From an optimization exercise on the open Yosys and OpenROAD flow, aimed at small area and a short achievable clock period; shortcuts taken in it are not production practice.
Function was checked by simulation only, so behaviour that the tests miss may differ from the original.
No activity file was given, so power comes from the tool's default toggle rates.

$ cat flow/design.v
module multiplier  #(parameter width = 16)
   ( input    signed  [width-1 : 0] multiplicand,
     input    signed  [width-1 : 0] multiplier,   
     output   signed  [2 * width - 1 : 0] product
   ) ;
   assign  product = multiplicand * multiplier ;
endmodule
module  adder  #(parameter width = 32)  
		( input   signed [width-1 : 0] a ,
		  input   signed [width-1 : 0] b , 
		  output  signed [width-1 : 0] sum
		) ;
    assign   sum = a + b ;
endmodule
module accumulator #(parameter width = 32) 
	(input    clk,
     	 input    ena,
         input    reset,
         input	  signed [width - 1 : 0] acc_in,
   	 output   reg signed [width - 1 : 0] acc_out
	) ;
   always @(posedge clk) begin
      if (reset)  acc_out <= 0 ;
      else if (ena) acc_out <= acc_in ;
   end
endmodule
module mac_demo(input clk, input reset, input ena,
                input signed [15:0] k, input signed [15:0] x,
                output signed [31:0] acc_out);
  reg [31:0] rs, rc;
  reg rz;
  wire [31:0] acc;
  wire [31:0] ag, ap;
  ha u_cp0 (.a(rs[0]), .b(rc[0]), .s(ap[0]), .co(ag[0]));
  ha u_cp1 (.a(rs[1]), .b(rc[1]), .s(ap[1]), .co(ag[1]));
  ha u_cp2 (.a(rs[2]), .b(rc[2]), .s(ap[2]), .co(ag[2]));
  ha u_cp3 (.a(rs[3]), .b(rc[3]), .s(ap[3]), .co(ag[3]));
  ha u_cp4 (.a(rs[4]), .b(rc[4]), .s(ap[4]), .co(ag[4]));
  ha u_cp5 (.a(rs[5]), .b(rc[5]), .s(ap[5]), .co(ag[5]));
  ha u_cp6 (.a(rs[6]), .b(rc[6]), .s(ap[6]), .co(ag[6]));
  ha u_cp7 (.a(rs[7]), .b(rc[7]), .s(ap[7]), .co(ag[7]));
  ha u_cp8 (.a(rs[8]), .b(rc[8]), .s(ap[8]), .co(ag[8]));
  ha u_cp9 (.a(rs[9]), .b(rc[9]), .s(ap[9]), .co(ag[9]));
  ha u_cp10 (.a(rs[10]), .b(rc[10]), .s(ap[10]), .co(ag[10]));
  ha u_cp11 (.a(rs[11]), .b(rc[11]), .s(ap[11]), .co(ag[11]));
  ha u_cp12 (.a(rs[12]), .b(rc[12]), .s(ap[12]), .co(ag[12]));
  ha u_cp13 (.a(rs[13]), .b(rc[13]), .s(ap[13]), .co(ag[13]));
  ha u_cp14 (.a(rs[14]), .b(rc[14]), .s(ap[14]), .co(ag[14]));
  ha u_cp15 (.a(rs[15]), .b(rc[15]), .s(ap[15]), .co(ag[15]));
  ha u_cp16 (.a(rs[16]), .b(rc[16]), .s(ap[16]), .co(ag[16]));
  ha u_cp17 (.a(rs[17]), .b(rc[17]), .s(ap[17]), .co(ag[17]));
  ha u_cp18 (.a(rs[18]), .b(rc[18]), .s(ap[18]), .co(ag[18]));
  ha u_cp19 (.a(rs[19]), .b(rc[19]), .s(ap[19]), .co(ag[19]));
  ha u_cp20 (.a(rs[20]), .b(rc[20]), .s(ap[20]), .co(ag[20]));
  ha u_cp21 (.a(rs[21]), .b(rc[21]), .s(ap[21]), .co(ag[21]));
  ha u_cp22 (.a(rs[22]), .b(rc[22]), .s(ap[22]), .co(ag[22]));
  ha u_cp23 (.a(rs[23]), .b(rc[23]), .s(ap[23]), .co(ag[23]));
  ha u_cp24 (.a(rs[24]), .b(rc[24]), .s(ap[24]), .co(ag[24]));
  ha u_cp25 (.a(rs[25]), .b(rc[25]), .s(ap[25]), .co(ag[25]));
  ha u_cp26 (.a(rs[26]), .b(rc[26]), .s(ap[26]), .co(ag[26]));
  ha u_cp27 (.a(rs[27]), .b(rc[27]), .s(ap[27]), .co(ag[27]));
  ha u_cp28 (.a(rs[28]), .b(rc[28]), .s(ap[28]), .co(ag[28]));
  ha u_cp29 (.a(rs[29]), .b(rc[29]), .s(ap[29]), .co(ag[29]));
  ha u_cp30 (.a(rs[30]), .b(rc[30]), .s(ap[30]), .co(ag[30]));
  ha u_cp31 (.a(rs[31]), .b(rc[31]), .s(ap[31]), .co(ag[31]));
  wire pg1 = ag[1] | (ap[1] & ag[0]);
  wire pp_1 = ap[1] & ap[0];
  wire pg2 = ag[3] | (ap[3] & ag[2]);
  wire pp_2 = ap[3] & ap[2];
  wire pg3 = ag[5] | (ap[5] & ag[4]);
  wire pp_3 = ap[5] & ap[4];
  wire pg4 = ag[7] | (ap[7] & ag[6]);
  wire pp_4 = ap[7] & ap[6];
  wire pg5 = ag[9] | (ap[9] & ag[8]);
  wire pp_5 = ap[9] & ap[8];
  wire pg6 = ag[11] | (ap[11] & ag[10]);
  wire pp_6 = ap[11] & ap[10];
  wire pg7 = ag[13] | (ap[13] & ag[12]);
  wire pp_7 = ap[13] & ap[12];
  wire pg8 = ag[15] | (ap[15] & ag[14]);
  wire pp_8 = ap[15] & ap[14];
  wire pg9 = ag[17] | (ap[17] & ag[16]);
  wire pp_9 = ap[17] & ap[16];
  wire pg10 = ag[19] | (ap[19] & ag[18]);
  wire pp_10 = ap[19] & ap[18];
  wire pg11 = ag[21] | (ap[21] & ag[20]);
  wire pp_11 = ap[21] & ap[20];
  wire pg12 = ag[23] | (ap[23] & ag[22]);
  wire pp_12 = ap[23] & ap[22];
  wire pg13 = ag[25] | (ap[25] & ag[24]);
  wire pp_13 = ap[25] & ap[24];
  wire pg14 = ag[27] | (ap[27] & ag[26]);
  wire pp_14 = ap[27] & ap[26];
  wire pg15 = ag[29] | (ap[29] & ag[28]);
  wire pp_15 = ap[29] & ap[28];
  wire pg16 = ag[31] | (ap[31] & ag[30]);
  wire pp_16 = ap[31] & ap[30];
  wire pg17 = pg2 | (pp_2 & pg1);
  wire pp_17 = pp_2 & pp_1;
  wire pg18 = pg4 | (pp_4 & pg3);
  wire pp_18 = pp_4 & pp_3;
  wire pg19 = pg6 | (pp_6 & pg5);
  wire pp_19 = pp_6 & pp_5;
  wire pg20 = pg8 | (pp_8 & pg7);
  wire pp_20 = pp_8 & pp_7;
  wire pg21 = pg10 | (pp_10 & pg9);
  wire pp_21 = pp_10 & pp_9;
  wire pg22 = pg12 | (pp_12 & pg11);
  wire pp_22 = pp_12 & pp_11;
  wire pg23 = pg14 | (pp_14 & pg13);
  wire pp_23 = pp_14 & pp_13;
  wire pg24 = pg16 | (pp_16 & pg15);
  wire pp_24 = pp_16 & pp_15;
  wire pg25 = pg18 | (pp_18 & pg17);
  wire pp_25 = pp_18 & pp_17;
  wire pg26 = pg20 | (pp_20 & pg19);
  wire pp_26 = pp_20 & pp_19;
  wire pg27 = pg22 | (pp_22 & pg21);
  wire pp_27 = pp_22 & pp_21;
  wire pg28 = pg24 | (pp_24 & pg23);
  wire pp_28 = pp_24 & pp_23;
  wire pg29 = pg26 | (pp_26 & pg25);
  wire pp_29 = pp_26 & pp_25;
  wire pg30 = pg28 | (pp_28 & pg27);
  wire pp_30 = pp_28 & pp_27;
  wire pg31 = pg30 | (pp_30 & pg29);
  wire pp_31 = pp_30 & pp_29;
  wire pg32 = pg27 | (pp_27 & pg29);
  wire pp_32 = pp_27 & pp_29;
  wire pg33 = pg19 | (pp_19 & pg25);
  wire pp_33 = pp_19 & pp_25;
  wire pg34 = pg21 | (pp_21 & pg29);
  wire pp_34 = pp_21 & pp_29;
  wire pg35 = pg23 | (pp_23 & pg32);
  wire pp_35 = pp_23 & pp_32;
  wire pg36 = pg3 | (pp_3 & pg17);
  wire pp_36 = pp_3 & pp_17;
  wire pg37 = pg5 | (pp_5 & pg25);
  wire pp_37 = pp_5 & pp_25;
  wire pg38 = pg7 | (pp_7 & pg33);
  wire pp_38 = pp_7 & pp_33;
  wire pg39 = pg9 | (pp_9 & pg29);
  wire pp_39 = pp_9 & pp_29;
  wire pg40 = pg11 | (pp_11 & pg34);
  wire pp_40 = pp_11 & pp_34;
  wire pg41 = pg13 | (pp_13 & pg32);
  wire pp_41 = pp_13 & pp_32;
  wire pg42 = pg15 | (pp_15 & pg35);
  wire pp_42 = pp_15 & pp_35;
  wire pg43 = ag[2] | (ap[2] & pg1);
  wire pp_43 = ap[2] & pp_1;
  wire pg44 = ag[4] | (ap[4] & pg17);
  wire pp_44 = ap[4] & pp_17;
  wire pg45 = ag[6] | (ap[6] & pg36);
  wire pp_45 = ap[6] & pp_36;
  wire pg46 = ag[8] | (ap[8] & pg25);
  wire pp_46 = ap[8] & pp_25;
  wire pg47 = ag[10] | (ap[10] & pg37);
  wire pp_47 = ap[10] & pp_37;
  wire pg48 = ag[12] | (ap[12] & pg33);
  wire pp_48 = ap[12] & pp_33;
  wire pg49 = ag[14] | (ap[14] & pg38);
  wire pp_49 = ap[14] & pp_38;
  wire pg50 = ag[16] | (ap[16] & pg29);
  wire pp_50 = ap[16] & pp_29;
  wire pg51 = ag[18] | (ap[18] & pg39);
  wire pp_51 = ap[18] & pp_39;
  wire pg52 = ag[20] | (ap[20] & pg34);
  wire pp_52 = ap[20] & pp_34;
  wire pg53 = ag[22] | (ap[22] & pg40);
  wire pp_53 = ap[22] & pp_40;
  wire pg54 = ag[24] | (ap[24] & pg32);
  wire pp_54 = ap[24] & pp_32;
  wire pg55 = ag[26] | (ap[26] & pg41);
  wire pp_55 = ap[26] & pp_41;
  wire pg56 = ag[28] | (ap[28] & pg35);
  wire pp_56 = ap[28] & pp_35;
  wire pg57 = ag[30] | (ap[30] & pg42);
  wire pp_57 = ap[30] & pp_42;
  assign acc = ap ^ {pg57, pg42, pg56, pg35, pg55, pg41, pg54, pg32, pg53, pg40, pg52, pg34, pg51, pg39, pg50, pg29, pg49, pg38, pg48, pg33, pg47, pg37, pg46, pg25, pg45, pg36, pg44, pg17, pg43, pg1, ag[0], 1'b0};
  assign acc_out = acc & {32{~rz}};
  wire en = ena;
  wire [31:0] fb = acc_out;
  wire [16:0] xe = {x, 1'b0};
  wire [15:0] kg = k;
  wire [16:0] ke = {k[15], k};
  wire [17:0] ke2 = {ke, 1'b0};
  wire [7:0] ng, ngb;
  wire b0_one = (xe[1] ^ xe[0]) & en;
  wire b0_two = ((xe[2] & ~xe[1] & ~xe[0]) | (~xe[2] & xe[1] & xe[0])) & en;
  assign ng[0] = xe[2];
  wire [16:0] t0 = ke ^ {17{ng[0]}};
  wire [16:0] pp0 = ({17{b0_one}} & t0) | ({17{b0_two}} & {t0[15:0], ng[0]});
  assign ngb[0] = xe[2] & ~(xe[1] & xe[0]) & en;
  wire b1_one = (xe[3] ^ xe[2]) & en;
  wire b1_two = ((xe[4] & ~xe[3] & ~xe[2]) | (~xe[4] & xe[3] & xe[2])) & en;
  assign ng[1] = xe[4];
  wire [16:0] t1 = ke ^ {17{ng[1]}};
  wire [16:0] pp1 = ({17{b1_one}} & t1) | ({17{b1_two}} & {t1[15:0], ng[1]});
  assign ngb[1] = xe[4] & ~(xe[3] & xe[2]) & en;
  wire b2_one = (xe[5] ^ xe[4]) & en;
  wire b2_two = ((xe[6] & ~xe[5] & ~xe[4]) | (~xe[6] & xe[5] & xe[4])) & en;
  assign ng[2] = xe[6];
  wire [16:0] t2 = ke ^ {17{ng[2]}};
  wire [16:0] pp2 = ({17{b2_one}} & t2) | ({17{b2_two}} & {t2[15:0], ng[2]});
  assign ngb[2] = xe[6] & ~(xe[5] & xe[4]) & en;
  wire b3_one = (xe[7] ^ xe[6]) & en;
  wire b3_two = ((xe[8] & ~xe[7] & ~xe[6]) | (~xe[8] & xe[7] & xe[6])) & en;
  assign ng[3] = xe[8];
  wire [16:0] t3 = ke ^ {17{ng[3]}};
  wire [16:0] pp3 = ({17{b3_one}} & t3) | ({17{b3_two}} & {t3[15:0], ng[3]});
  assign ngb[3] = xe[8] & ~(xe[7] & xe[6]) & en;
  wire b4_one = (xe[9] ^ xe[8]) & en;
  wire b4_two = ((xe[10] & ~xe[9] & ~xe[8]) | (~xe[10] & xe[9] & xe[8])) & en;
  assign ng[4] = xe[10];
  wire [16:0] t4 = ke ^ {17{ng[4]}};
  wire [16:0] pp4 = ({17{b4_one}} & t4) | ({17{b4_two}} & {t4[15:0], ng[4]});
  assign ngb[4] = xe[10] & ~(xe[9] & xe[8]) & en;
  wire b5_one = (xe[11] ^ xe[10]) & en;
  wire b5_two = ((xe[12] & ~xe[11] & ~xe[10]) | (~xe[12] & xe[11] & xe[10])) & en;
  assign ng[5] = xe[12];
  wire [16:0] t5 = ke ^ {17{ng[5]}};
  wire [16:0] pp5 = ({17{b5_one}} & t5) | ({17{b5_two}} & {t5[15:0], ng[5]});
  assign ngb[5] = xe[12] & ~(xe[11] & xe[10]) & en;
  wire b6_one = (xe[13] ^ xe[12]) & en;
  wire b6_two = ((xe[14] & ~xe[13] & ~xe[12]) | (~xe[14] & xe[13] & xe[12])) & en;
  assign ng[6] = xe[14];
  wire [16:0] t6 = ke ^ {17{ng[6]}};
  wire [16:0] pp6 = ({17{b6_one}} & t6) | ({17{b6_two}} & {t6[15:0], ng[6]});
  assign ngb[6] = xe[14] & ~(xe[13] & xe[12]) & en;
  wire b7_one = (xe[15] ^ xe[14]) & en;
  wire b7_two = ((xe[16] & ~xe[15] & ~xe[14]) | (~xe[16] & xe[15] & xe[14])) & en;
  assign ng[7] = xe[16];
  wire [16:0] t7 = ke ^ {17{ng[7]}};
  wire [16:0] pp7 = ({17{b7_one}} & t7) | ({17{b7_two}} & {t7[15:0], ng[7]});
  assign ngb[7] = xe[16] & ~(xe[15] & xe[14]) & en;
  wire [5:0] pk;
  assign pk[0] = kg[0];
  assign pk[1] = kg[1] ^ (ng[7] & |kg[0:0]);
  assign pk[2] = kg[2] ^ (ng[7] & |kg[1:0]);
  assign pk[3] = kg[3] ^ (ng[7] & |kg[2:0]);
  assign pk[4] = kg[4] ^ (ng[7] & |kg[3:0]);
  assign pk[5] = kg[5] ^ (ng[7] & |kg[4:0]);
  wire [5:0] pe7 = ({6{b7_one}} & pk) | ({6{b7_two}} & {pk[4:0], 1'b0});
  wire c7 = ngb[7] & ~(b7_one & |kg[5:0]) & ~(b7_two & |kg[4:0]);
  wire fs0, fc0;
  fa u_fa0 (.a(ngb[0]), .b(fb[0]), .c(pp0[0]), .s(fs0), .co(fc0));
  wire fs1, fc1;
  fa u_fa1 (.a(fb[1]), .b(pp0[1]), .c(fc0), .s(fs1), .co(fc1));
  wire fs2, fc2;
  fa u_fa2 (.a(ngb[1]), .b(fb[2]), .c(pp0[2]), .s(fs2), .co(fc2));
  wire fs3, fc3;
  fa u_fa3 (.a(pp1[0]), .b(fs2), .c(fc1), .s(fs3), .co(fc3));
  wire fs4, fc4;
  fa u_fa4 (.a(fb[3]), .b(pp0[3]), .c(pp1[1]), .s(fs4), .co(fc4));
  wire hs0, hc0;
  ha u_ha0 (.a(fc2), .b(fs4), .s(hs0), .co(hc0));
  wire fs5, fc5;
  fa u_fa5 (.a(ngb[2]), .b(fb[4]), .c(pp0[4]), .s(fs5), .co(fc5));
  wire fs6, fc6;
  fa u_fa6 (.a(pp1[2]), .b(pp2[0]), .c(fc4), .s(fs6), .co(fc6));
  wire fs7, fc7;
  fa u_fa7 (.a(fs5), .b(hc0), .c(fs6), .s(fs7), .co(fc7));
  wire fs8, fc8;
  fa u_fa8 (.a(fb[5]), .b(pp0[5]), .c(pp1[3]), .s(fs8), .co(fc8));
  wire fs9, fc9;
  fa u_fa9 (.a(pp2[1]), .b(fc5), .c(fs8), .s(fs9), .co(fc9));
  wire hs1, hc1;
  ha u_ha1 (.a(fc6), .b(fs9), .s(hs1), .co(hc1));
  wire fs10, fc10;
  fa u_fa10 (.a(ngb[3]), .b(fb[6]), .c(pp0[6]), .s(fs10), .co(fc10));
  wire fs11, fc11;
  fa u_fa11 (.a(pp1[4]), .b(pp2[2]), .c(pp3[0]), .s(fs11), .co(fc11));
  wire fs12, fc12;
  fa u_fa12 (.a(fc8), .b(fs10), .c(fs11), .s(fs12), .co(fc12));
  wire hs2, hc2;
  ha u_ha2 (.a(fc9), .b(fs12), .s(hs2), .co(hc2));
  wire fs13, fc13;
  fa u_fa13 (.a(fb[7]), .b(pp0[7]), .c(pp1[5]), .s(fs13), .co(fc13));
  wire fs14, fc14;
  fa u_fa14 (.a(pp2[3]), .b(pp3[1]), .c(fc10), .s(fs14), .co(fc14));
  wire fs15, fc15;
  fa u_fa15 (.a(fc11), .b(fs13), .c(fs14), .s(fs15), .co(fc15));
  wire hs3, hc3;
  ha u_ha3 (.a(fc12), .b(hc2), .s(hs3), .co(hc3));
  wire fs16, fc16;
  fa u_fa16 (.a(ngb[4]), .b(fb[8]), .c(pp0[8]), .s(fs16), .co(fc16));
  wire fs17, fc17;
  fa u_fa17 (.a(pp1[6]), .b(pp2[4]), .c(pp3[2]), .s(fs17), .co(fc17));
  wire hs4, hc4;
  ha u_ha4 (.a(pp4[0]), .b(fc13), .s(hs4), .co(hc4));
  wire fs18, fc18;
  fa u_fa18 (.a(fb[9]), .b(pp0[9]), .c(pp1[7]), .s(fs18), .co(fc18));
  wire hs5, hc5;
  ha u_ha5 (.a(pp2[5]), .b(pp3[3]), .s(hs5), .co(hc5));
  wire fs19, fc19;
  fa u_fa19 (.a(ngb[5]), .b(fb[10]), .c(pp0[10]), .s(fs19), .co(fc19));
  wire fs20, fc20;
  fa u_fa20 (.a(pp1[8]), .b(pp2[6]), .c(pp3[4]), .s(fs20), .co(fc20));
  wire fs21, fc21;
  fa u_fa21 (.a(fb[11]), .b(pp0[11]), .c(pp1[9]), .s(fs21), .co(fc21));
  wire hs6, hc6;
  ha u_ha6 (.a(pp2[7]), .b(pp3[5]), .s(hs6), .co(hc6));
  wire fs22, fc22;
  fa u_fa22 (.a(ngb[6]), .b(fb[12]), .c(pp0[12]), .s(fs22), .co(fc22));
  wire fs23, fc23;
  fa u_fa23 (.a(pp1[10]), .b(pp2[8]), .c(pp3[6]), .s(fs23), .co(fc23));
  wire hs7, hc7;
  ha u_ha7 (.a(pp4[4]), .b(pp5[2]), .s(hs7), .co(hc7));
  wire fs24, fc24;
  fa u_fa24 (.a(fb[13]), .b(pp0[13]), .c(pp1[11]), .s(fs24), .co(fc24));
  wire fs25, fc25;
  fa u_fa25 (.a(pp2[9]), .b(pp3[7]), .c(pp4[5]), .s(fs25), .co(fc25));
  wire hs8, hc8;
  ha u_ha8 (.a(pp5[3]), .b(pp6[1]), .s(hs8), .co(hc8));
  wire fs26, fc26;
  fa u_fa26 (.a(fb[14]), .b(pp0[14]), .c(pp1[12]), .s(fs26), .co(fc26));
  wire fs27, fc27;
  fa u_fa27 (.a(pp2[10]), .b(pp3[8]), .c(pp4[6]), .s(fs27), .co(fc27));
  wire fs28, fc28;
  fa u_fa28 (.a(pp5[4]), .b(pp6[2]), .c(pe7[0]), .s(fs28), .co(fc28));
  wire fs29, fc29;
  fa u_fa29 (.a(fb[15]), .b(pp0[15]), .c(pp1[13]), .s(fs29), .co(fc29));
  wire fs30, fc30;
  fa u_fa30 (.a(pp2[11]), .b(pp3[9]), .c(pp4[7]), .s(fs30), .co(fc30));
  wire fs31, fc31;
  fa u_fa31 (.a(pp5[5]), .b(pp6[3]), .c(pe7[1]), .s(fs31), .co(fc31));
  wire fs32, fc32;
  fa u_fa32 (.a(fb[16]), .b(pp0[16]), .c(pp1[14]), .s(fs32), .co(fc32));
  wire fs33, fc33;
  fa u_fa33 (.a(pp2[12]), .b(pp3[10]), .c(pp4[8]), .s(fs33), .co(fc33));
  wire fs34, fc34;
  fa u_fa34 (.a(pp5[6]), .b(pp6[4]), .c(pe7[2]), .s(fs34), .co(fc34));
  wire fs35, fc35;
  fa u_fa35 (.a(fb[17]), .b(pp0[16]), .c(pp1[15]), .s(fs35), .co(fc35));
  wire fs36, fc36;
  fa u_fa36 (.a(pp2[13]), .b(pp3[11]), .c(pp4[9]), .s(fs36), .co(fc36));
  wire fs37, fc37;
  fa u_fa37 (.a(pp5[7]), .b(pp6[5]), .c(pe7[3]), .s(fs37), .co(fc37));
  wire fs38, fc38;
  fa u_fa38 (.a(fb[18]), .b(~pp0[16]), .c(~pp1[16]), .s(fs38), .co(fc38));
  wire fs39, fc39;
  fa u_fa39 (.a(pp2[14]), .b(pp3[12]), .c(pp4[10]), .s(fs39), .co(fc39));
  wire fs40, fc40;
  fa u_fa40 (.a(pp5[8]), .b(pp6[6]), .c(pe7[4]), .s(fs40), .co(fc40));
  wire fs41, fc41;
  assign fs41 = ~(fb[19] ^ pp2[15]);
  assign fc41 = fb[19] | pp2[15];
  wire fs42, fc42;
  fa u_fa42 (.a(pp3[13]), .b(pp4[11]), .c(pp5[9]), .s(fs42), .co(fc42));
  wire hs9, hc9;
  ha u_ha9 (.a(pp6[7]), .b(pe7[5]), .s(hs9), .co(hc9));
  wire fs43, fc43;
  fa u_fa43 (.a(fb[20]), .b(~pp2[16]), .c(pp3[14]), .s(fs43), .co(fc43));
  wire fs44, fc44;
  fa u_fa44 (.a(pp4[12]), .b(pp5[10]), .c(pp6[8]), .s(fs44), .co(fc44));
  wire hs10, hc10;
  ha u_ha10 (.a(pp7[6]), .b(c7), .s(hs10), .co(hc10));
  wire fs45, fc45;
  assign fs45 = ~(fb[21] ^ pp3[15]);
  assign fc45 = fb[21] | pp3[15];
  wire fs46, fc46;
  fa u_fa46 (.a(pp4[13]), .b(pp5[11]), .c(pp6[9]), .s(fs46), .co(fc46));
  wire fs47, fc47;
  fa u_fa47 (.a(fb[22]), .b(~pp3[16]), .c(pp4[14]), .s(fs47), .co(fc47));
  wire hs11, hc11;
  assign hs11 = ~fb[23];
  assign hc11 = fb[23];
  wire fs48, fc48;
  fa u_fa48 (.a(fs16), .b(fs17), .c(hs4), .s(fs48), .co(fc48));
  wire fs49, fc49;
  fa u_fa49 (.a(pp4[1]), .b(hs5), .c(fc16), .s(fs49), .co(fc49));
  wire hs12, hc12;
  ha u_ha12 (.a(fc17), .b(fs18), .s(hs12), .co(hc12));
  wire fs50, fc50;
  fa u_fa50 (.a(pp4[2]), .b(pp5[0]), .c(hc5), .s(fs50), .co(fc50));
  wire fs51, fc51;
  fa u_fa51 (.a(fc18), .b(fs19), .c(fs20), .s(fs51), .co(fc51));
  wire fs52, fc52;
  fa u_fa52 (.a(pp4[3]), .b(pp5[1]), .c(hs6), .s(fs52), .co(fc52));
  wire fs53, fc53;
  fa u_fa53 (.a(fc19), .b(fc20), .c(fs21), .s(fs53), .co(fc53));
  wire fs54, fc54;
  fa u_fa54 (.a(pp6[0]), .b(hc6), .c(hs7), .s(fs54), .co(fc54));
  wire fs55, fc55;
  fa u_fa55 (.a(fc21), .b(fs22), .c(fs23), .s(fs55), .co(fc55));
  wire fs56, fc56;
  fa u_fa56 (.a(hc7), .b(hs8), .c(fc22), .s(fs56), .co(fc56));
  wire fs57, fc57;
  fa u_fa57 (.a(fc23), .b(fs24), .c(fs25), .s(fs57), .co(fc57));
  wire fs58, fc58;
  fa u_fa58 (.a(hc8), .b(fc24), .c(fc25), .s(fs58), .co(fc58));
  wire fs59, fc59;
  fa u_fa59 (.a(fs26), .b(fs27), .c(fs28), .s(fs59), .co(fc59));
  wire fs60, fc60;
  fa u_fa60 (.a(fc26), .b(fc27), .c(fc28), .s(fs60), .co(fc60));
  wire fs61, fc61;
  fa u_fa61 (.a(fs29), .b(fs30), .c(fs31), .s(fs61), .co(fc61));
  wire fs62, fc62;
  fa u_fa62 (.a(fc29), .b(fc30), .c(fc31), .s(fs62), .co(fc62));
  wire fs63, fc63;
  fa u_fa63 (.a(fs32), .b(fs33), .c(fs34), .s(fs63), .co(fc63));
  wire fs64, fc64;
  fa u_fa64 (.a(fc32), .b(fc33), .c(fc34), .s(fs64), .co(fc64));
  wire fs65, fc65;
  fa u_fa65 (.a(fs35), .b(fs36), .c(fs37), .s(fs65), .co(fc65));
  wire fs66, fc66;
  fa u_fa66 (.a(fc35), .b(fc36), .c(fc37), .s(fs66), .co(fc66));
  wire fs67, fc67;
  fa u_fa67 (.a(fs38), .b(fs39), .c(fs40), .s(fs67), .co(fc67));
  wire fs68, fc68;
  fa u_fa68 (.a(hs9), .b(fc38), .c(fc39), .s(fs68), .co(fc68));
  wire fs69, fc69;
  fa u_fa69 (.a(fc40), .b(fs41), .c(fs42), .s(fs69), .co(fc69));
  wire fs70, fc70;
  fa u_fa70 (.a(hc9), .b(fc41), .c(fc42), .s(fs70), .co(fc70));
  wire fs71, fc71;
  fa u_fa71 (.a(fs43), .b(fs44), .c(hs10), .s(fs71), .co(fc71));
  wire fs72, fc72;
  fa u_fa72 (.a(pp7[7]), .b(fc43), .c(fc44), .s(fs72), .co(fc72));
  wire fs73, fc73;
  fa u_fa73 (.a(fs45), .b(hc10), .c(fs46), .s(fs73), .co(fc73));
  wire fs74, fc74;
  fa u_fa74 (.a(pp5[12]), .b(pp6[10]), .c(pp7[8]), .s(fs74), .co(fc74));
  wire fs75, fc75;
  fa u_fa75 (.a(fc45), .b(fc46), .c(fs47), .s(fs75), .co(fc75));
  wire fs76, fc76;
  fa u_fa76 (.a(hs11), .b(pp4[15]), .c(pp5[13]), .s(fs76), .co(fc76));
  wire fs77, fc77;
  fa u_fa77 (.a(pp6[11]), .b(pp7[9]), .c(fc47), .s(fs77), .co(fc77));
  wire fs78, fc78;
  fa u_fa78 (.a(fb[24]), .b(hc11), .c(~pp4[16]), .s(fs78), .co(fc78));
  wire fs79, fc79;
  fa u_fa79 (.a(pp5[14]), .b(pp6[12]), .c(pp7[10]), .s(fs79), .co(fc79));
  wire fs80, fc80;
  assign fs80 = ~(fb[25] ^ pp5[15]);
  assign fc80 = fb[25] | pp5[15];
  wire hs13, hc13;
  ha u_ha13 (.a(pp6[13]), .b(pp7[11]), .s(hs13), .co(hc13));
  wire fs81, fc81;
  fa u_fa81 (.a(fb[26]), .b(~pp5[16]), .c(pp6[14]), .s(fs81), .co(fc81));
  wire hs14, hc14;
  assign hs14 = ~fb[27];
  assign hc14 = fb[27];
  wire hs15, hc15;
  ha u_ha15 (.a(fc14), .b(fs48), .s(hs15), .co(hc15));
  wire fs82, fc82;
  fa u_fa82 (.a(hc4), .b(hs12), .c(fs49), .s(fs82), .co(fc82));
  wire fs83, fc83;
  fa u_fa83 (.a(fs50), .b(hc12), .c(fc49), .s(fs83), .co(fc83));
  wire fs84, fc84;
  fa u_fa84 (.a(fc50), .b(fs52), .c(fc51), .s(fs84), .co(fc84));
  wire fs85, fc85;
  fa u_fa85 (.a(fc52), .b(fs54), .c(fc53), .s(fs85), .co(fc85));
  wire fs86, fc86;
  fa u_fa86 (.a(fc54), .b(fs56), .c(fc55), .s(fs86), .co(fc86));
  wire fs87, fc87;
  fa u_fa87 (.a(fc56), .b(fs58), .c(fc57), .s(fs87), .co(fc87));
  wire fs88, fc88;
  fa u_fa88 (.a(fc58), .b(fs60), .c(fc59), .s(fs88), .co(fc88));
  wire fs89, fc89;
  fa u_fa89 (.a(fc60), .b(fs62), .c(fc61), .s(fs89), .co(fc89));
  wire fs90, fc90;
  fa u_fa90 (.a(fc62), .b(fs64), .c(fc63), .s(fs90), .co(fc90));
  wire fs91, fc91;
  fa u_fa91 (.a(fc64), .b(fs66), .c(fc65), .s(fs91), .co(fc91));
  wire fs92, fc92;
  fa u_fa92 (.a(fc66), .b(fs68), .c(fc67), .s(fs92), .co(fc92));
  wire fs93, fc93;
  fa u_fa93 (.a(fc68), .b(fc69), .c(fs70), .s(fs93), .co(fc93));
  wire fs94, fc94;
  fa u_fa94 (.a(fc70), .b(fs72), .c(fc71), .s(fs94), .co(fc94));
  wire fs95, fc95;
  fa u_fa95 (.a(fs74), .b(fc72), .c(fc73), .s(fs95), .co(fc95));
  wire fs96, fc96;
  fa u_fa96 (.a(fc74), .b(fs76), .c(fs77), .s(fs96), .co(fc96));
  wire fs97, fc97;
  fa u_fa97 (.a(fc76), .b(fs78), .c(fs79), .s(fs97), .co(fc97));
  wire fs98, fc98;
  fa u_fa98 (.a(hs13), .b(fc78), .c(fc79), .s(fs98), .co(fc98));
  wire fs99, fc99;
  fa u_fa99 (.a(pp7[12]), .b(hc13), .c(fc80), .s(fs99), .co(fc99));
  wire fs100, fc100;
  fa u_fa100 (.a(hs14), .b(pp6[15]), .c(pp7[13]), .s(fs100), .co(fc100));
  wire fs101, fc101;
  fa u_fa101 (.a(fb[28]), .b(hc14), .c(~pp6[16]), .s(fs101), .co(fc101));
  wire hs16, hc16;
  assign hs16 = ~fb[29];
  assign hc16 = fb[29];
  wire hs17, hc17;
  ha u_ha17 (.a(fc15), .b(hc3), .s(hs17), .co(hc17));
  wire fs102, fc102;
  fa u_fa102 (.a(fc48), .b(fs82), .c(hc15), .s(fs102), .co(fc102));
  wire fs103, fc103;
  fa u_fa103 (.a(fs51), .b(fs83), .c(fc82), .s(fs103), .co(fc103));
  wire fs104, fc104;
  fa u_fa104 (.a(fs53), .b(fc83), .c(fs84), .s(fs104), .co(fc104));
  wire fs105, fc105;
  fa u_fa105 (.a(fs55), .b(fc84), .c(fs85), .s(fs105), .co(fc105));
  wire fs106, fc106;
  fa u_fa106 (.a(fs57), .b(fc85), .c(fs86), .s(fs106), .co(fc106));
  wire fs107, fc107;
  fa u_fa107 (.a(fs59), .b(fc86), .c(fs87), .s(fs107), .co(fc107));
  wire fs108, fc108;
  fa u_fa108 (.a(fs61), .b(fc87), .c(fs88), .s(fs108), .co(fc108));
  wire fs109, fc109;
  fa u_fa109 (.a(fs63), .b(fc88), .c(fs89), .s(fs109), .co(fc109));
  wire fs110, fc110;
  fa u_fa110 (.a(fs65), .b(fc89), .c(fs90), .s(fs110), .co(fc110));
  wire fs111, fc111;
  fa u_fa111 (.a(fs67), .b(fc90), .c(fs91), .s(fs111), .co(fc111));
  wire fs112, fc112;
  fa u_fa112 (.a(fs69), .b(fc91), .c(fs92), .s(fs112), .co(fc112));
  wire fs113, fc113;
  fa u_fa113 (.a(fs71), .b(fc92), .c(fs93), .s(fs113), .co(fc113));
  wire fs114, fc114;
  fa u_fa114 (.a(fs73), .b(fc93), .c(fs94), .s(fs114), .co(fc114));
  wire fs115, fc115;
  fa u_fa115 (.a(fs75), .b(fc94), .c(fs95), .s(fs115), .co(fc115));
  wire fs116, fc116;
  fa u_fa116 (.a(fc75), .b(fc95), .c(fs96), .s(fs116), .co(fc116));
  wire fs117, fc117;
  fa u_fa117 (.a(fc77), .b(fs97), .c(fc96), .s(fs117), .co(fc117));
  wire fs118, fc118;
  fa u_fa118 (.a(fs80), .b(fc97), .c(fs98), .s(fs118), .co(fc118));
  wire fs119, fc119;
  fa u_fa119 (.a(fs81), .b(fc98), .c(fs99), .s(fs119), .co(fc119));
  wire fs120, fc120;
  fa u_fa120 (.a(fc81), .b(fs100), .c(fc99), .s(fs120), .co(fc120));
  wire fs121, fc121;
  fa u_fa121 (.a(pp7[14]), .b(fc100), .c(fs101), .s(fs121), .co(fc121));
  wire fs122, fc122;
  fa u_fa122 (.a(hs16), .b(pp7[15]), .c(fc101), .s(fs122), .co(fc122));
  wire fs123, fc123;
  fa u_fa123 (.a(fb[30]), .b(hc16), .c(~pp7[16]), .s(fs123), .co(fc123));
  wire hs18, hc18;
  assign hs18 = ~fb[31];
  assign hc18 = fb[31];
  wire [31:0] ns = {hs18, fs123, fs122, fs121, fs120, fc118, fs118, fs117, fc115, fc114, fc113, fc112, fc111, fc110, fc109, fc108, fc107, fc106, fc105, fc104, fc103, fs103, hc17, hs15, fs15, hc1, fc7, fs7, hs0, fs3, fs1, fs0};
  wire [31:0] nc = {fc123, fc122, fc121, fc120, fc119, fs119, fc117, fc116, fs116, fs115, fs114, fs113, fs112, fs111, fs110, fs109, fs108, fs107, fs106, fs105, fs104, fc102, fs102, hs17, hs3, hs2, hs1, 1'b0, fc3, 1'b0, 1'b0, 1'b0};
  always @(posedge clk) begin
    rz <= reset;
    rs <= ns;
    rc <= nc;
  end
endmodule
module fa(input a, input b, input c, output s, output co);
  assign s = a ^ b ^ c;
  assign co = (a & b) | (a & c) | (b & c);
endmodule
module ha(input a, input b, output s, output co);
  assign s = a ^ b;
  assign co = a & b;
endmodule
$ cat flow/flow/run.sh
#!/bin/bash
# The standard layout (the standard.sh, unchanged synthesis), except that
# the port buffers are plain buffers and the clock-delay buffer cells are not
# used anywhere. The make output goes to standard.log; ORFS keeps each step's
# log under orfs/logs/.
set -uo pipefail
export BUFFER_PORTS_ARGS="-buffer_cell sky130_fd_sc_hd__buf_2"
export DONT_USE_CELLS="sky130_fd_sc_hd__clkdlybuf4s15_1 sky130_fd_sc_hd__clkdlybuf4s15_2 sky130_fd_sc_hd__clkdlybuf4s18_1 sky130_fd_sc_hd__clkdlybuf4s18_2 sky130_fd_sc_hd__clkdlybuf4s25_1 sky130_fd_sc_hd__clkdlybuf4s25_2 sky130_fd_sc_hd__clkdlybuf4s50_1 sky130_fd_sc_hd__clkdlybuf4s50_2"
bash standard.sh > standard.log 2>&1
$ cat flow/standard.sh
#!/bin/bash
# synth_recipe.tcl (not shown) runs the flow's synth.tcl, then flattens the netlist and writes it again
# the make line also repeats each setting of config.mk as NAME=value (left out here)
make -C /OpenROAD-flow-scripts/flow DESIGN_CONFIG=/design/flow/config.mk WORK_HOME=/design/flow/orfs CLKGATE_MAP_FILE= SYNTH_SCRIPT=/design/flow/synth_recipe.tcl "${@:-finish}"
$ cat flow/config.mk
export PLATFORM = sky130hd
export DESIGN_NAME = mac_demo
export DESIGN_NICKNAME = mac_demo
export VERILOG_FILES = /design/flow/design.v
export SDC_FILE = /design/flow/constraint.sdc
export NUM_CORES = 4
export LEC_CHECK = 0
export ABC_AREA = 1
export CAP_MARGIN = 20
export CORE_MARGIN = 2
export CORE_UTILIZATION = 40
export CTS_BUF_LIST = sky130_fd_sc_hd__clkbuf_4 sky130_fd_sc_hd__clkbuf_8
export SETUP_SLACK_MARGIN = 2.75
export SLEW_MARGIN = 20
export SYNTH_HIERARCHICAL = 1
export SYNTH_MINIMUM_KEEP_SIZE = 0
$ cat flow/constraint.sdc
create_clock -name core_clock -period 7.0 [get_ports {clk}]
set_input_delay 1.4000 -clock core_clock [delete_from_list [all_inputs] [get_ports {clk}]]
set_output_delay 1.4000 -clock core_clock [all_outputs]
set_load 0.01 [all_outputs]
==> metrics.yaml, run 1 <==
power_and_ir_drop:
  leakagePower_nw: 4.07
  ir_worst_vdd_uv: 187
  power-per-cell-area_nw_per_um2: 419
routing:
  vias: 6319
  drt-total-wl_mm: 21.1
  wl_per_cell_um: 18.0
  first_pass_iters: 5
  ant_nets: 0
  drc: 0
  viasPerCell: 5.39
  drtIter0Drc: 476
setup_path:
  cp-end-kind: "register"
  cpMaxStageDelayCell: "fa_1"
  crit_top_cell: "fa_1"
  rrSetupSlack_ns: 2.91
  r2r_end: "rc[14]"
  worstPathRequired_ns: 7.24
  slowest_delay_ns: 0.54
  arrival_ns: 4.38
  crit_type: "input port to register"
  crit_fanout: 21
  startpoint_type: "input port"
  worstRegToRegCells: 13
  r2r_start: "rs[7]"
  crit_chain: "buf_4, nand2_1, o21ai_0, nand2_2, o22ai_1, fa_1, fa_1, fa_1, fa_1"
logic_synthesis:
  synth_cells: 866
  synth_flop_cell: "dfxtp_1"
  synth_area_leader_cell: "fa_1"
  yosysTopAreaCellShare: 0.298
  synth_top_family_by_area: "adder cells"
  synth-edff-count: 0
  synthesis.area_per_instance_um2: 9.39
  yosys.area_share.simple: 0.0934
  synthDistinctLibCells: 36
  netlist_area_um2: 8140
  ys_seq_area_frac: 0.150
  synthXorXnorAreaFrac: 0.137
  synthMuxAreaShare: 0
  async_flop_share: 0
  yosys.area_share.adder: 0.410
  ys_ff_latch: 61
  synth-warning-count: 7
  synth_compound_area_frac: 0.135
  synthTopCellsByArea: "fa_1 30%, dfxtp_1 15%, xnor2_1 12%"
sta:
  fmax_ghz: 0.241
  hold_violations: 0
  tns_ns: 0
  fin_crit_ns: 4.14
  slew_viol_final: 0
  layout_worst_path_cycle_share: 0.592
  setup_viol: 0
  worst_pin_slew_ns: 0.539
  layout_setup_ws_ns: 2.86
  slew_headroom: 0.638
  whs_ns: 0.694
  rsz0062_at_grt: "true"
  fin_skew_ns: 0.0151
status:
  status: "finished clean"
placement:
  io_buffers: 66
  dp_hpwl_mm: 16.4
  placedCellCount: 1149
  gp_congestion: 0.860
  preCtsSetupSlack_ns: 2.01
  placed_area_um2: 8520
global_routing:
  grt_pass1_wl_mm: 34.0
  overflow: 0
  antenna_found_initial: 0
  grt_max_degree: 33
  grt_pass1_vias: 6286
  grtUsageTotal: 0.203
final_layout:
  antenna_cells: 0
  drive_above_1_share: 0.178
  layoutNonFillerInstCount: 1173
  syn2layout_area_growth_pct: 11.4
  final_net_count: 1127
  fin_area_um2: 9070
floorplan:
  core_area_um2: 20100
  die_w_um: 147
  core.rowCount: 52
  die_area_um2: 21500
  ios: 67
  start_util: 0.405
  die_height_um: 147
clock_network:
  cts_tree: "done"
  clock_latency_ns: 0.37
  root_buffer: "clkbuf_8"
  clk_pin_slew_worst_paths_ns: 0.07
  cts_num_sinks: 61
  numCtsBuffers: 9
  ctsHtreeMaxLevel: 3
  clockBufferDepth: 2
hold_path:
  min-delay-start: "rc[31]"
  holdPathEnd: "rs[31]"
  worstHoldPathCells: 4
  hp-class: "register to register"
run:
  max_cap_violations: 0
## layout make-up
cell class,instances,area [um2]
inverter,79,297
sequential,61,1230
multi-input combinational,673,6580
tap,270,338
clock buffer,10,138
clock inverter,6,62.6
fill,1952,11000
timing repair buffer,74,424
## how the worst max path moves through the flow
stage	from	endpoint	depth (start not counted)
3_5_place_dp	x[3]	rc[21]	9
4_1_cts	rs[7]	acc_out[23]	15
2_1_floorplan	ena	rc[17]	10
6_report	x[11]	rc[20]	9
5_1_grt	x[11]	rc[20]	9
3_3_place_gp	x[3]	rc[21]	9
## modules after synthesis, one instance, submodules excluded
module / times used / cells / cell area (um2)
ha: 47 / 1 / 12.5
fa: 121 / 1 / 20.0
mac_demo: 1 / 698 / 5120
## layer usage
layer	GRT usage	up-vias	wire length, um
met1	0.292	3100	9500
met2	0.317	227	9740
li1	-	2979	-
met3	0.0463	13	1660
met5	0	-	0
met4	0.0403	0	189
## registers in the layout, summed over array words and instances, names as in the netlist
| name | count |
|---|---|
| rs | 32 |
| rz | 1 |
| rc | 28 |
## metrics by stage
step / total power, W / util
2_1_floorplan: 0.00267 / -
3_3_place_gp: 0.00329 / 0.424
3_5_place_dp: 0.00337 / 0.424
4_1_cts: 0.00375 / 0.438
5_1_grt: 0.00433 / 0.451
6_report: 0.00380 / 0.451
## synth_stat cells (2+ instances only)
library cell,n
buf_4,11
nand2_2,6
o21ai_0,33
clkbuf_1,6
nand2_4,5
a31o_2,3
buf_1,5
inv_1,76
dfxtp_1,61
nor2_1,38
o21a_1,12
fa_1,121
a21oi_1,11
nor2_2,2
ha_1,73
nor2_4,2
inv_2,2
buf_2,33
nand3_1,10
nor3_1,29
nand4_1,2
o21ai_1,3
xor2_1,13
xnor2_1,114
o22ai_1,112
nand2_1,73
## critical path: cells and delay by family
| kind | cells | cell delay, ns |
|---|---|---|
| AOI/OAI and AO/OA | 2 | 0.47 |
| adders and majority gates | 4 | 1.82 |
| buffers and inverters | 1 | 0.29 |
| and+or+nand+nor | 2 | 0.41 |
## cell usage in the layout (no fill, tap or decap), drive strengths merged, types with 10 or more instances in the layout
cell type	count
nor2	42
o21ai	36
buf	73
ha	73
a21oi	13
xnor2	114
nand3	10
o21a	12
clkbuf	11
nand2	85
fa	121
o22ai	112
dfxtp	61
xor2	13
nor3	29
inv	78
## power by group
group	leakage [nW]	total (W)	switching [W]	internal [W]
clock network	0.0943	0.000331	0.000159	0.000173
logic	3.46	0.00283	0.00160	0.00123
registers	0.513	0.000637	0.0000661	0.000571
total	4.07	0.00380	0.00183	0.00197
## kinds of logic (layout without fill, tap and decap cells)
logic type                 Yosys count  after routing
and+or+nand+nor                    168            169
adders and majority gates          194            194
DFF                                 61             61
buffers and inverters              136            169
other                                1              4
AOI/OAI and AO/OA                  179            179
xor gates and xnor gates           127            127
## timing repair
action / in CTS / in global routing
resized for setup: 27 / 46
gates cloned: 0 / 1
hold buffers: 0 / 0
buffers inserted: 0 / 7
setup endpoints to repair: 38 / 34
pin swaps: 0 / 11
hold endpoints to repair: 0 / 0
==> run 2, diff against run 1 <==
--- a/flow/config.mk
+++ b/flow/config.mk
@@ -10,7 +10,7 @@
 export CORE_MARGIN = 2
 export CORE_UTILIZATION = 40
 export CTS_BUF_LIST = sky130_fd_sc_hd__clkbuf_4 sky130_fd_sc_hd__clkbuf_8
-export SETUP_SLACK_MARGIN = 2.75
+export SETUP_SLACK_MARGIN = 2.55
 export SLEW_MARGIN = 20
 export SYNTH_HIERARCHICAL = 1
 export SYNTH_MINIMUM_KEEP_SIZE = 0
==> run 2 against run 1 <==
Net effect: clock skew barely moved; hold slack got worse by 0.0071 ns; maximum frequency fell by 4.7%; area after synthesis did not move; cell area fell by 2.9%; critical path type unchanged; critical endpoint is now rc[18]; highest routed layer unchanged.
==> metrics.yaml, run 2 <==
global_routing:
  antenna_found_initial: 0
  overflow: 0
  grtUsageTotal: 0.203
  busiest_layer: "met2"
  grt_pass1_wl_mm: 34.0
  gr-usage-met1: 0.291
  gr-usage-met2: 0.316
  grt_pass1_vias: 6286
  met3_usage: 0.0478
  grt_max_degree: 33
floorplan:
  die_height_um: 147
  ios: 67
  core.rowCount: 52
  die_area_um2: 21500
  die_w_um: 147
  start_util: 0.405
  core_area_um2: 20100
hold_path:
  worstHoldPathCells: 4
  hp-class: "register to register"
setup_path:
  slowest_delay_ns: 0.53
  cp-end-kind: "register"
  startpoint_type: "input port"
  crit_chain: "clkbuf_4, ha_1, nand2_1, o22ai_1, fa_1, fa_1, fa_1, fa_1"
  cpMaxStageDelayCell: "fa_1"
  critPathTopFamily: "adder cells"
  worstPathRequired_ns: 7.24
  arrival_ns: 4.59
  worstRegToRegCells: 14
  crit_type: "input port to register"
  crit_buf_inv: 1
  crit_top_cell: "fa_1"
  rrSetupSlack_ns: 2.71
  path_depth: 8
  crit_fanout: 21
logic_synthesis:
  synth-edff-count: 0
  synth_most_common_cell: "fa_1"
  synthTopCellsByArea: "fa_1 30%, dfxtp_1 15%, xnor2_1 12%"
  async_flop_share: 0
  synthDistinctLibCells: 36
  synth-warning-count: 7
  ys_seq_area_frac: 0.150
  synth_cells: 866
  netlist_area_um2: 8140
  synth_flop_cell: "dfxtp_1"
  synthesis.area_per_instance_um2: 9.39
  ys_ff_latch: 61
  yosysTopAreaCellShare: 0.298
  synth_area_leader_cell: "fa_1"
  synth_common_cells: "121 x fa_1, 114 x xnor2_1, 112 x o22ai_1"
power_and_ir_drop:
  ir_worst_vdd_uv: 207
  power.total_w: 0.00368
  leakagePower_nw: 3.99
  power-per-cell-area_nw_per_um2: 418
sta:
  tns_ns: 0
  fmax_ghz: 0.230
  worst_pin_slew_ns: 0.562
  setup_viol: 0
  fin_crit_ns: 4.35
  fin_skew_ns: 0.0153
  rsz0062_at_grt: "true"
  hold_violations: 0
  slew_viol_final: 0
  slew_headroom: 0.624
  layout_worst_path_cycle_share: 0.621
routing:
  viasPerCell: 5.33
  drc: 0
  first_pass_iters: 5
  wl_per_cell_um: 17.7
  ant_nets: 0
  drt-total-wl_mm: 20.6
  drtIter0Drc: 428
  vias: 6214
run:
  max_cap_violations: 0
final_layout:
  final_net_count: 1120
  nFillCells: 1966
  multi_input_area_um2: 6380
  fin_util: 0.438
  antenna_cells: 0
  regMostFlops: "rs"
  fin_area_um2: 8800
  syn2layout_area_growth_pct: 8.21
  drive_above_1_share: 0.136
  layout_commonest_cell: "fa_1"
  layout_common_cells: "121 x fa_1, 114 x xnor2_1, 112 x o22ai_1"
  largest_reg_flops: 32
  seq_area_um2: 1220
  largest_registers: "rs: 32 flops, rc: 28 flops, rz: 1 flops"
clock_network:
  clockBufferDepth: 2
  root_buffer: "clkbuf_8"
  ctsHoldBuffers: 0
  cts_num_sinks: 61
  numCtsBuffers: 9
  clock_latency_ns: 0.37
  ctsHtreeMaxLevel: 3
  clk_pin_slew_worst_paths_ns: 0.07
  cts_tree: "done"
placement:
  io_buffers: 66
  placed_area_um2: 8520
  dp_hpwl_mm: 16.4
  gp_congestion: 0.860
status:
  status: "finished clean"
run 2: report_power, final:
part | internal, W | switching (W) | total (W) | leakage (nW)
Combinational | 0.00117 | 0.00156 | 0.00273 | 3.39
Sequential | 0.000568 | 0.0000522 | 0.000620 | 0.512
Clock | 0.000173 | 0.000159 | 0.000331 | 0.0943
Total | 0.00191 | 0.00177 | 0.00368 | 3.99
run 2: logic make-up (layout without fill, tap and decap cells):
kind of cell / Yosys count / in the layout / share of synthesized area
AOI/OAI and AO/OA: 179 / 179 / 0.135
xor gates and xnor gates: 127 / 127 / 0.137
adders and majority gates: 194 / 194 / 0.410
buffers and inverters: 136 / 163 / 0.0740
DFF: 61 / 61 / 0.150
other: 1 / 4 / 0.000461
and+or+nand+nor: 168 / 168 / 0.0934
run 2: tightest hold or removal path, stage by stage, from the launching register on:
cell	delay, ns
dfxtp_1	0.31
ha_1	0.14
o21a_1	0.13
nor3_2	0.04
inv_1	0.04
run 2: final cells by class:
class | instances | area share
tap | 270 | 0.0384
inverter | 79 | 0.0337
clock inverter | 6 | 0.00711
clock buffer | 10 | 0.0156
timing repair buffer | 68 | 0.0415
multi-input combinational | 672 | 0.725
sequential | 61 | 0.139
run 2: final timing paths:
path	startpoint	to
max	x[9]	rc[18]
min	rc[31]	rs[31]
max reg2reg	rs[7]	rc[16]
min reg2reg	rc[31]	rs[31]
run 2: repair_timing:
item	CTS	global route
setup endpoints to repair	19	30
pin swaps	0	1
gates resized for setup	7	19
setup buffers	0	1
run 2: routing by layer:
| layer | vias up | wire length, um | share of wire |
|---|---|---|---|
| met5 | - | 0 | 0 |
| met4 | 0 | 195 | 0.0094 |
| met3 | 15 | 1530 | 0.074 |
| met2 | 214 | 9370 | 0.45 |
| met1 | 3027 | 9540 | 0.46 |
| li1 | 2958 | - | - |
run 2: per-stage QoR:
| stage | setup slack (ns) | std cells | hold WS, ns |
|---|---|---|---|
| 6_report | 2.65 | 1166 | 0.687 |
| 5_1_grt | 2.53 | 1166 | 0.752 |
| 4_1_cts | 2.56 | 1165 | 0.693 |
| 3_5_place_dp | 2.01 | 1149 | 0.666 |
| 3_3_place_gp | 2.05 | 1149 | 0.662 |
| 2_1_floorplan | 2.79 | 869 | 0.489 |
run 2: per-module statistics from Yosys (local to each module, per instance):
module / flops+latches / cells
fa: 0 / 1
mac_demo: 61 / 698
ha: 0 / 1
==> run 3, diff against run 2 <==
--- a/flow/config.mk
+++ b/flow/config.mk
@@ -10,7 +10,7 @@
 export CORE_MARGIN = 2
 export CORE_UTILIZATION = 40
 export CTS_BUF_LIST = sky130_fd_sc_hd__clkbuf_4 sky130_fd_sc_hd__clkbuf_8
-export SETUP_SLACK_MARGIN = 2.55
+export SETUP_SLACK_MARGIN = 2.65
 export SLEW_MARGIN = 20
 export SYNTH_HIERARCHICAL = 1
 export SYNTH_MINIMUM_KEEP_SIZE = 0
==> run 3 against run 2 <==
Net effect: still clean on timing, DRC and antenna; critical path depth rose by 2; sequential power is essentially flat; maximum frequency rose by 3.3%; sequential share of layout area shrank 0.10 points; die area unchanged; critical endpoint is now rc[19]; largest cell class unchanged.
==> metrics.yaml, run 3 <==
clock_network:
  ctsHtreeMaxLevel: 3
  clk_pin_slew_worst_paths_ns: 0.07
  ctsHoldBuffers: 0
  clockBufferDepth: 2
  cts_num_sinks: 61
  root_buffer: "clkbuf_8"
  clock_latency_ns: 0.37
  numCtsBuffers: 9
  cts_tree: "done"
sta:
  slew_headroom: 0.659
  fin_crit_ns: 4.21
  worst_pin_slew_ns: 0.511
  fmax_ghz: 0.238
  rsz0062_at_grt: "false"
  tns_ns: 0
  fin_skew_ns: 0.0147
  slew_viol_final: 0
  setup_viol: 0
  hold_violations: 0
  layout_worst_path_cycle_share: 0.601
setup_path:
  crit_top_cell: "fa_1"
  r2r_end: "rc[16]"
  startpoint_type: "input port"
  critPathTopFamily: "adder cells"
  crit_buf_inv: 2
  cpMaxStageDelayCell: "fa_1"
  crit_type: "input port to register"
  arrival_ns: 4.45
  rrSetupSlack_ns: 2.81
  crit_fanout: 21
  worstPathRequired_ns: 7.24
  cp-end-kind: "register"
  slowest_delay_ns: 0.53
  worstRegToRegCells: 14
  r2r_start: "rs[7]"
  crit_chain: "buf_4, ha_1, nand2_2, inv_1, o21ai_1, o22ai_1, ha_1, fa_1, fa_1, fa_1"
hold_path:
  holdPathEnd: "rs[31]"
  worstHoldPathCells: 4
  min-delay-start: "rc[31]"
  hp-class: "register to register"
logic_synthesis:
  synth-warning-count: 7
  ys_ff_latch: 61
  synthTopCellsByArea: "fa_1 30%, dfxtp_1 15%, xnor2_1 12%"
  async_flop_share: 0
  synth-edff-count: 0
  netlist_area_um2: 8140
  synth_flop_cell: "dfxtp_1"
  yosysTopAreaCellShare: 0.298
  synthDistinctLibCells: 36
  synth_most_common_cell: "fa_1"
  synthesis.area_per_instance_um2: 9.39
  ys_seq_area_frac: 0.150
  synth_cells: 866
  synth_common_cells: "121 x fa_1, 114 x xnor2_1, 112 x o22ai_1"
  synth_area_leader_cell: "fa_1"
global_routing:
  grt_pass1_vias: 6291
  grtUsageTotal: 0.203
  grt_max_degree: 33
  grt_pass1_wl_mm: 34.0
  overflow: 0
  antenna_found_initial: 0
power_and_ir_drop:
  power.total_w: 0.00372
  power-per-cell-area_nw_per_um2: 420
  leakagePower_nw: 4.01
  ir_worst_vdd_uv: 208
placement:
  io_buffers: 66
  dp_hpwl_mm: 16.4
  placedCellCount: 1149
  gp_congestion: 0.860
routing:
  drt-total-wl_mm: 20.7
  ant_nets: 0
  drtIter0Drc: 475
  wl_per_cell_um: 17.7
  drc: 0
  first_pass_iters: 5
  viasPerCell: 5.37
  vias: 6268
final_layout:
  syn2layout_area_growth_pct: 9.00
  largest_reg_flops: 32
  layout_commonest_cell: "fa_1"
  fin_util: 0.441
  multi_input_area_um2: 6430
  final_net_count: 1121
  antenna_cells: 0
  nFillCells: 1968
  largest_registers: "rs: 32 flops, rc: 28 flops, rz: 1 flops"
  drive_above_1_share: 0.148
  layoutNonFillerInstCount: 1167
  regMostFlops: "rs"
  layout_common_cells: "121 x fa_1, 114 x xnor2_1, 112 x o22ai_1"
  seq_area_um2: 1220
floorplan:
  die_area_um2: 21500
  core_area_um2: 20100
  core.rowCount: 52
  start_util: 0.405
  die_w_um: 147
  ios: 67
  die_height_um: 147
status:
  status: "finished clean"
run:
  max_cap_violations: 0
-- run 3: cell counts after synthesis --
Identical to the previous run, type by type.
-- run 3: kinds of logic after synthesis --
| kind of cell | Yosys count | synth area share |
|---|---|---|
| other | 1 | 0.000461 |
| AND/OR/NAND/NOR | 168 | 0.0934 |
| XOR/XNOR | 127 | 0.137 |
| adder cells (fa/ha/maj) | 194 | 0.410 |
| buffers and inverters | 136 | 0.0740 |
| AO/OA/AOI/OAI | 179 | 0.135 |
| flip-flops | 61 | 0.150 |
-- run 3: worst max-delay path by stage --
stage,start,end,slack [ns],cells past startpoint
floorplan,ena,rc[17],2.79,10
global placement,x[3],rc[21],2.05,9
detailed placement,x[3],rc[21],2.01,9
CTS,x[3],rc[21],2.59,9
global route,rc[15],acc_out[27],2.65,16
finish,x[13],rc[19],2.79,10
-- run 3: tightest hold or removal path: cells and delay by family, from the launching register on --
family          cells  cell delay [ns]
compound gates      1             0.13
fa+ha+maj           1             0.14
buf+inv             1             0.04
flops               1             0.31
simple gates        1             0.04
-- run 3: what timing repair did --
| action | CTS | global route |
|---|---|---|
| buffers inserted | 0 | 2 |
| cloned | 0 | 0 |
| gates resized for setup | 17 | 24 |
| endpoints found under the setup margin | 32 | 28 |
| pin swaps | 0 | 4 |
-- run 3: layout make-up --
type,instances,area share
multi-input combinational,672,0.726
sequential,61,0.138
timing repair buffer,69,0.0425
tap,270,0.0381
inverter,79,0.0334
clock buffer,10,0.0155
clock inverter,6,0.00706
-- run 3: metal layers --
layer | track usage | vias to the layer above | part of all wire
li1 | - | 2970 | -
met1 | 0.292 | 3082 | 0.46
met2 | 0.317 | 201 | 0.46
met3 | 0.0466 | 15 | 0.071
met4 | 0.0403 | 0 | 0.0095
met5 | 0 | - | 0
-- run 3: modules after synthesis, one instance, submodules excluded --
module,times used,cells inside
fa,121,1
ha,47,1
mac_demo,1,698
-- run 3: power by group --
group	switching [W]	leakage, nW	internal [W]
registers	0.0000522	0.512	0.000568
logic	0.00159	3.40	0.00119
clock network	0.000158	0.0943	0.000173
total	0.00180	4.01	0.00193
-- run 3: through the flow --
step / instance area [um2] / hold slack [ns] / setup WS [ns]
finish: 8870 / 0.686 / 2.79
global route: 8870 / 0.752 / 2.65
CTS: 8770 / 0.693 / 2.59
detailed placement: 8520 / 0.666 / 2.01
global placement: 8520 / 0.662 / 2.05
floorplan: 8150 / 0.489 / 2.79
==> run 4, diff against run 3 <==
--- a/flow/config.mk
+++ b/flow/config.mk
@@ -10,7 +10,7 @@
 export CORE_MARGIN = 2
 export CORE_UTILIZATION = 40
 export CTS_BUF_LIST = sky130_fd_sc_hd__clkbuf_4 sky130_fd_sc_hd__clkbuf_8
-export SETUP_SLACK_MARGIN = 2.65
+export SETUP_SLACK_MARGIN = 2.7
 export SLEW_MARGIN = 20
 export SYNTH_HIERARCHICAL = 1
 export SYNTH_MINIMUM_KEEP_SIZE = 0
==> run 4 against run 3 <==
Net effect: still clean; sequential cell count unchanged; sequential power increased by 3%; setup slack got worse by 0.0037 ns; maximum frequency hardly changed; combinational power increased by 1%; largest cell class unchanged.
==> metrics.yaml, run 4 <==
global_routing:
  grt_pass1_wl_mm: 34.0
  grt_pass1_vias: 6291
  antenna_found_initial: 0
  grtUsageTotal: 0.203
  overflow: 0
  grt_max_degree: 33
logic_synthesis:
  synth_flop_cell: "dfxtp_1"
  synthTopCellsByArea: "fa_1 30%, dfxtp_1 15%, xnor2_1 12%"
  synth-warning-count: 7
  synth_cells: 866
  ys_seq_area_frac: 0.150
  synth_common_cells: "121 x fa_1, 114 x xnor2_1, 112 x o22ai_1"
  synthesis.area_per_instance_um2: 9.39
  netlist_area_um2: 8140
  ys_ff_latch: 61
  yosysTopAreaCellShare: 0.298
  synth_most_common_cell: "fa_1"
  synthDistinctLibCells: 36
  async_flop_share: 0
  synth-edff-count: 0
  synth_area_leader_cell: "fa_1"
routing:
  wl_per_cell_um: 18.0
  ant_nets: 0
  drtIter0Drc: 455
  drc: 0
  first_pass_iters: 5
  drt-total-wl_mm: 21.0
  vias: 6304
  viasPerCell: 5.39
floorplan:
  core_area_um2: 20100
  ios: 67
  die_area_um2: 21500
  die_w_um: 147
  core.rowCount: 52
  die_height_um: 147
  start_util: 0.405
clock_network:
  numCtsBuffers: 9
  cts_tree: "done"
  clockBufferDepth: 2
  cts_num_sinks: 61
  clk_pin_slew_worst_paths_ns: 0.07
  clock_latency_ns: 0.37
  ctsHtreeMaxLevel: 3
  ctsHoldBuffers: 0
  root_buffer: "clkbuf_8"
power_and_ir_drop:
  power-per-cell-area_nw_per_um2: 421
  intPower_w: 0.00196
  seqPwrFrac: 0.169
  leakagePower_nw: 4.03
  p_clk_frac: 0.087
  power.total_w: 0.00378
  switching_power_w: 0.00181
  swShare: 0.480
  ir_worst_vdd_uv: 208
  combPwrFrac: 0.744
setup_path:
  crit_type: "input port to register"
  rrSetupSlack_ns: 2.87
  crit_top_cell: "fa_1"
  cpMaxStageDelayCell: "fa_1"
  r2r_start: "rs[7]"
  arrival_ns: 4.45
  crit_chain: "clkbuf_4, nand2_1, o21ai_2, nand2_1, o22ai_1, fa_1, fa_1, fa_1, fa_1"
  worstRegToRegCells: 14
  r2r_end: "rc[17]"
  crit_fanout: 18
  cp-end-kind: "register"
  slowest_delay_ns: 0.54
  startpoint_type: "input port"
  worstPathRequired_ns: 7.24
sta:
  layout_worst_path_cycle_share: 0.602
  setup_viol: 0
  fin_crit_ns: 4.21
  fin_skew_ns: 0.0152
  tns_ns: 0
  fmax_ghz: 0.237
  slew_viol_final: 0
  hold_violations: 0
  rsz0062_at_grt: "true"
final_layout:
  layout_common_cells: "121 x fa_1, 114 x xnor2_1, 112 x o22ai_1"
  syn2layout_area_growth_pct: 10.2
  regMostFlops: "rs"
  drive_above_1_share: 0.162
  antenna_cells: 0
  final_net_count: 1124
  largest_registers: "rs: 32 flops, rc: 28 flops, rz: 1 flops"
  layoutNonFillerInstCount: 1170
  layout_commonest_cell: "fa_1"
  fin_area_um2: 8970
  fin_util: 0.446
  largest_reg_flops: 32
run:
  max_cap_violations: 0
hold_path:
  worstHoldPathCells: 4
  holdPathEnd: "rs[31]"
  min-delay-start: "rc[31]"
  hp-class: "register to register"
placement:
  dp_hpwl_mm: 16.4
  placed_area_um2: 8520
  io_buffers: 66
  placedCellCount: 1149
  gp_congestion: 0.860
status:
  status: "finished clean"
-- run 4: cell counts after synthesis --
Identical to the previous run, type by type.
-- run 4: routing by layer --
layer,track usage,vias to the layer above,part of all wire
met2,0.317,217,0.46
met1,0.292,3098,0.46
met3,0.0466,15,0.074
li1,-,2974,-
met5,0,-,0
met4,0.0403,0,0.010
-- run 4: per-stage QoR --
step	worst slack [ns]	hold slack, ns
finish	2.79	0.692
global route	2.68	0.760
CTS	2.66	0.693
detailed placement	2.01	0.666
global placement	2.05	0.662
floorplan	2.79	0.489
-- run 4: what timing repair did --
action / CTS / global route
gates cloned: 0 / 1
pin swaps: 0 / 6
setup buffers: 0 / 4
gates resized for setup: 21 / 35
setup endpoints to repair: 35 / 37
-- run 4: modules after synthesis (local to each module, per instance) --
module	cells	times used	flops+latches	area [um2]
fa	1	121	0	20.0
ha	1	47	0	12.5
mac_demo	698	1	61	5120
-- run 4: worst max path at each step --
stage,depth (start not counted),start,slack (ns),to
6_report,9,ena,2.79,rc[20]
5_1_grt,9,ena,2.68,rc[18]
4_1_cts,13,rc[15],2.66,acc_out[23]
3_5_place_dp,9,x[3],2.01,rc[21]
3_3_place_gp,9,x[3],2.05,rc[21]
2_1_floorplan,10,ena,2.79,rc[17]
-- run 4: power by group through the flow --
stage,Sequential (W),Clock (W),Combinational [W]
global placement,0.000627,0,0.00266
CTS,0.000622,0.000343,0.00278
finish,0.000637,0.000330,0.00281
global route,0.000654,0.000358,0.00330
floorplan,0.000612,0,0.00206
detailed placement,0.000628,0,0.00274
-- run 4: area by class of cell --
type,count,area (um2)
clock buffers,10,138
clock inverters,6,62.6
fillers,1953,11100
inverters,79,297
multi-input cells,673,6510
flip-flops and latches,61,1230
well taps,270,338
repair buffers,71,394
-- run 4: cell families after synthesis --
family / count (synthesis) / synth area share
adders and majority gates: 194 / 0.410
xor gates and xnor gates: 127 / 0.137
AOI/OAI and AO/OA: 179 / 0.135
DFF: 61 / 0.150
and+or+nand+nor: 168 / 0.0934
buffers and inverters: 136 / 0.0740
other: 1 / 0.000461
-- run 4: worst max-delay path, delay by kind of cell --
kind | cells | cell delay [ns]
and+or+nand+nor | 2 | 0.45
buffers and inverters | 1 | 0.29
adders and majority gates | 4 | 1.80
AOI/OAI and AO/OA | 2 | 0.51

-- separate check: timing with driven ports --
The results above use ideal ports. As a check the final layouts listed here were re-extracted and re-timed, cells and wires unchanged. Step 1, drivers: a clkbuf_16 drives clk and a buf_2 each remaining input, both assumed. Step 2 moves the port delays by t, midway between the first and last clock arrival at a register: inputs arrive t later, outputs are due t later. That takes back most of the time a late clock gives input paths. Slacks: ideal / step 1 / step 2; pairs: ideal / step 1.
run | t (ns) | setup WS [ns] | worst setup path after step 2 | latest minus earliest clock arrival (ns) | slew at the worst register clock pin (ns)
run 1 | 0.406 | 2.858 / 2.853 / 2.466 | input to register | 0.015 / 0.015 | 0.08 / 0.08
run 2 | 0.408 | 2.653 / 2.653 / 2.245 | input to register | 0.016 / 0.015 | 0.08 / 0.08
run 3 | 0.406 | 2.792 / 2.760 / 2.404 | input to register | 0.015 / 0.014 | 0.08 / 0.08
run 4 | 0.405 | 2.788 / 2.800 / 2.395 | input to register | 0.015 / 0.015 | 0.08 / 0.08
After both steps every run listed still meets setup and hold. For run 2, which loses most, drivers alone change the setup slack by 0.000 ns; drivers and shift together by -0.408 ns.
